What follows belongs to an exercise in optimizing a design on an open flow for small area; a production flow would make more cautious choices. Function was checked by simulation only, so behaviour that the tests miss may differ from the original. Power figures rest on the tool's default switching activity, not on a simulated workload.

## T
Design TopModule, start of the top module:
module TopModule(
input InputKey, ValidCmd, RWMem, ConfigDiv, Reset, Clk,
input[7:0] Addr, InA, InB,
input[3:0] Sel,
input[31:0] DIn,
output CalcActive, CalcMode, Busy, DOutValid, ClkTx,
output [3:0] DataOut);
reg Active, Mode, CorrectInput;
reg [1:0] kst;
always @(posedge Clk or posedge Reset)
begin
    if (Reset)
    begin
        Active <= 1'b0;
        Mode <= 1'b0;
        CorrectInput <= 1'b0;
        kst <= 2'b00;
    end
    else
    begin
        if (ValidCmd && !CorrectInput)
            case ({InputKey, kst})
                3'b1_00: kst <= 2'b01;
                3'b0_01: kst <= 2'b10;
                3'b1_10: kst <= 2'b11;
                3'b0_11: CorrectInput <= 1'b1;
                default: kst <= 2'b00;
            endcase
        if (CorrectInput && !Busy)
        begin
            Active <= 1'b1;
            Mode <= InputKey;
        end
    end
end
reg AccessMem, TxData, BusyR, rwen;
reg [1:0] rwFlag, cs;
wire TxDone;
wire RW = Active && RWMem;
wire RWMemC = AccessMem && cs[1];
wire SampleData = cs[0] ^ (BusyR && rwFlag[0]);
assign Busy = BusyR;
always @(posedge Clk or posedge Reset)
begin
    if (Reset)
    begin
        AccessMem <= 1'b0;
        TxData <= 1'b0;
        BusyR <= 1'b0;
        rwFlag <= 2'b00;
        cs <= 2'b00;
        rwen <= 1'b0;
    end
    else if (Mode == 1'b1 && rwFlag != 2'b10)
    begin
        rwFlag <= 2'b01;
        casex ({cs, ValidCmd, Active, RW, TxDone})
            6'b00_1_1_0_x: {cs, AccessMem, BusyR, rwen} <= 5'b01_1_1_1;
  ...
Size: ~280 flip-flops, ~75 I/O pins, about 14000 µm² of cells after synthesis.
clock: 20.0 ns
lec_check: 0
cap_margin: 0
core_margin: 2
core_utilization: 40
place_density: 0.6
slew_margin: 0
synth_hierarchical: 1
synth_minimum_keep_size: 0
standard.sh (not shown) runs the stock make flow with config.mk's settings and CLKGATE_MAP_FILE= SYNTH_SCRIPT=/design/flow/synth_recipe.tcl, a recipe that flattens the netlist after the stock synthesis.
==> flow/flow/run.sh <==
#!/bin/bash
# Standard ORFS layout with smaller port buffers, smaller clock buffers and
# no CTS dummy loads.
set -euo pipefail
export BUFFER_PORTS_ARGS="-buffer_cell sky130_fd_sc_hd__buf_1"
export CTS_ARGS="-sink_clustering_enable -repair_clock_nets -dont_use_dummy_load -buf_list sky130_fd_sc_hd__clkbuf_4 -sink_clustering_size 10 -sink_clustering_max_diameter 35"
bash standard.sh > standard.log 2>&1
--- input diff T..R ---
--- a/flow/design.v
+++ b/flow/design.v
@@ -120,27 +120,30 @@
     end
 end
 localparam PA = 2'd0, PB = 2'd1, PC = 2'd2, P1 = 2'd3;
 reg [31:0] T;         
 reg Tl;
 reg ClkOut;
 reg [1:0] ph;
-reg [30:0] d;
+reg [30:0] dq;        
+wire [30:0] d = dq ^ 31'h55555555;
+wire [30:0] dqNext;
 wire Tload = !Active && ConfigDiv;
 wire Thi0 = (T[31:2] == 30'd0);
 wire Tis0 = !Tl || (Thi0 && T[1:0] == 2'd0);
 wire Tis1 = Tl && Thi0 && T[1:0] == 2'd1;
 wire Tis2 = Thi0 && T[1:0] == 2'd2;
 wire dHi0 = (d[30:2] == 29'd0);
 wire dGe3 = !dHi0 || d[1:0] == 2'd3;
 wire dIs2 = dHi0 && d[1:0] == 2'd2;
 wire dEnd = dHi0 && (T[0] ? d[1:0] == 2'd1 : d[1:0] == 2'd2);
 wire lowC = !Tis0 && ((ph == PC) || (ph == P1 && !Thi0) || (ph == PA && dGe3));    
 wire TxTick = Active && (Tis1 || (!ClkOut && lowC));
 wire dReload = ph == P1 || (ph == PA && dIs2);
+DownCount dcount(.dq(dq), .h(T[31:1]), .reload(dReload), .dqNext(dqNext));
 always @(posedge Clk or posedge Reset)
 begin
     if (Reset)
     begin
         Tl <= 1'b0;
         ClkOut <= 1'b0;
     end
@@ -151,15 +154,15 @@
         ClkOut <= Active && (Tis1 || lowC);
     end
 end
 always @(posedge Clk)
 begin
     if (Tload)
         T <= DIn;
-    d <= dReload ? T[31:1] : d - 31'd1;
+    dq <= dqNext;
     if (!Active)
         ph <= P1;
     else
         case (ph)
             P1: ph <= Tis2 ? PC : (Thi0 ? PB : PA);
             PA: if (dIs2)
                     ph <= PB;
@@ -459,7 +462,35 @@
   Aoi222 u1(.a(w[3]), .b(s[3]), .c(w[4]), .d(s[4]), .e(w[5]), .f(s[5]), .y(n1));
   Aoi222 u2(.a(w[6]), .b(s[6]), .c(w[7]), .d(s[7]), .e(1'b0), .f(1'b0), .y(n2));
   assign o = ~(n0 & n1 & n2);
 endmodule
 module Aoi222(input a, input b, input c, input d, input e, input f, output y);
   assign y = ~((a & b) | (c & d) | (e & f));
 endmodule
+module DownCount(input [30:0] dq, input [30:0] h, input reload, output [30:0] dqNext);
+  wire [31:0] y;
+  assign y[0] = 1'b1;
+  genvar i;
+  generate for (i = 0; i < 31; i = i + 1) begin : g
+    if (i % 2 == 0) begin : e
+      CntEven ub(.q(dq[i]), .y(y[i]), .h(h[i]), .r(reload), .qn(dqNext[i]));
+      CntNand uc(.a(dq[i]), .b(y[i]), .o(y[i+1]));
+    end else begin : o
+      CntOdd ub(.q(dq[i]), .y(y[i]), .h(h[i]), .r(reload), .qn(dqNext[i]));
+      CntNor uc(.a(dq[i]), .b(y[i]), .o(y[i+1]));
+    end
+  end endgenerate
+endmodule
+module CntEven(input q, input y, input h, input r, output qn);
+  wire t = ~(q ^ y);
+  assign qn = ~(r ? h : t);
+endmodule
+module CntOdd(input q, input y, input h, input r, output qn);
+  wire t = ~(q ^ y);
+  assign qn = r ? h : t;
+endmodule
+module CntNand(input a, input b, output o);
+  assign o = ~(a & b);
+endmodule
+module CntNor(input a, input b, output o);
+  assign o = ~(a | b);
+endmodule
## What came out
- Between T and R, area fraction in and, or, nand and nor cells after synthesis is lower for R, T comes in above that.
- The all-layer global routing usage in R sits 0.58 points above the value recorded for T.
- Sum of met3 wire segment lengths after detailed routing (lower): T
- Compared with T, vias after detailed routing in R decreased by a few percent.
- T -> R: wire length of the first global-routing pass decreased slightly
- Area growth from synthesis to layout ended up 0.38 points higher on R than on T.
- Going from T to R, total power draw saw an increase, clock power saw an increase.

-- static timing again, ports no longer ideal --
Ports are ideal in the flow. The routed layouts listed here were re-timed in OpenROAD.
Step 1 sets driving cells, clkbuf_16 on the clock port and buf_2 on the other inputs (assumed; they add their load-dependent delay and slew).
Step 2, shift: input delay + t, output delay - t, t = (earliest + latest rising clock arrival at the registers) / 2. This alone moves slack from input paths to output paths.
a / b / c = ideal ports / drivers / drivers and shift; a / b = the first two.
run | shift t [ns] | slack for setup (ns) | worst slew at a driven data input, ns
T | 0.665 | 1.634 / 1.634 / 1.634 | 0.07
R | 0.675 | 1.613 / 1.613 / 1.613 | 0.08
After both steps setup and hold are still met in every run listed.
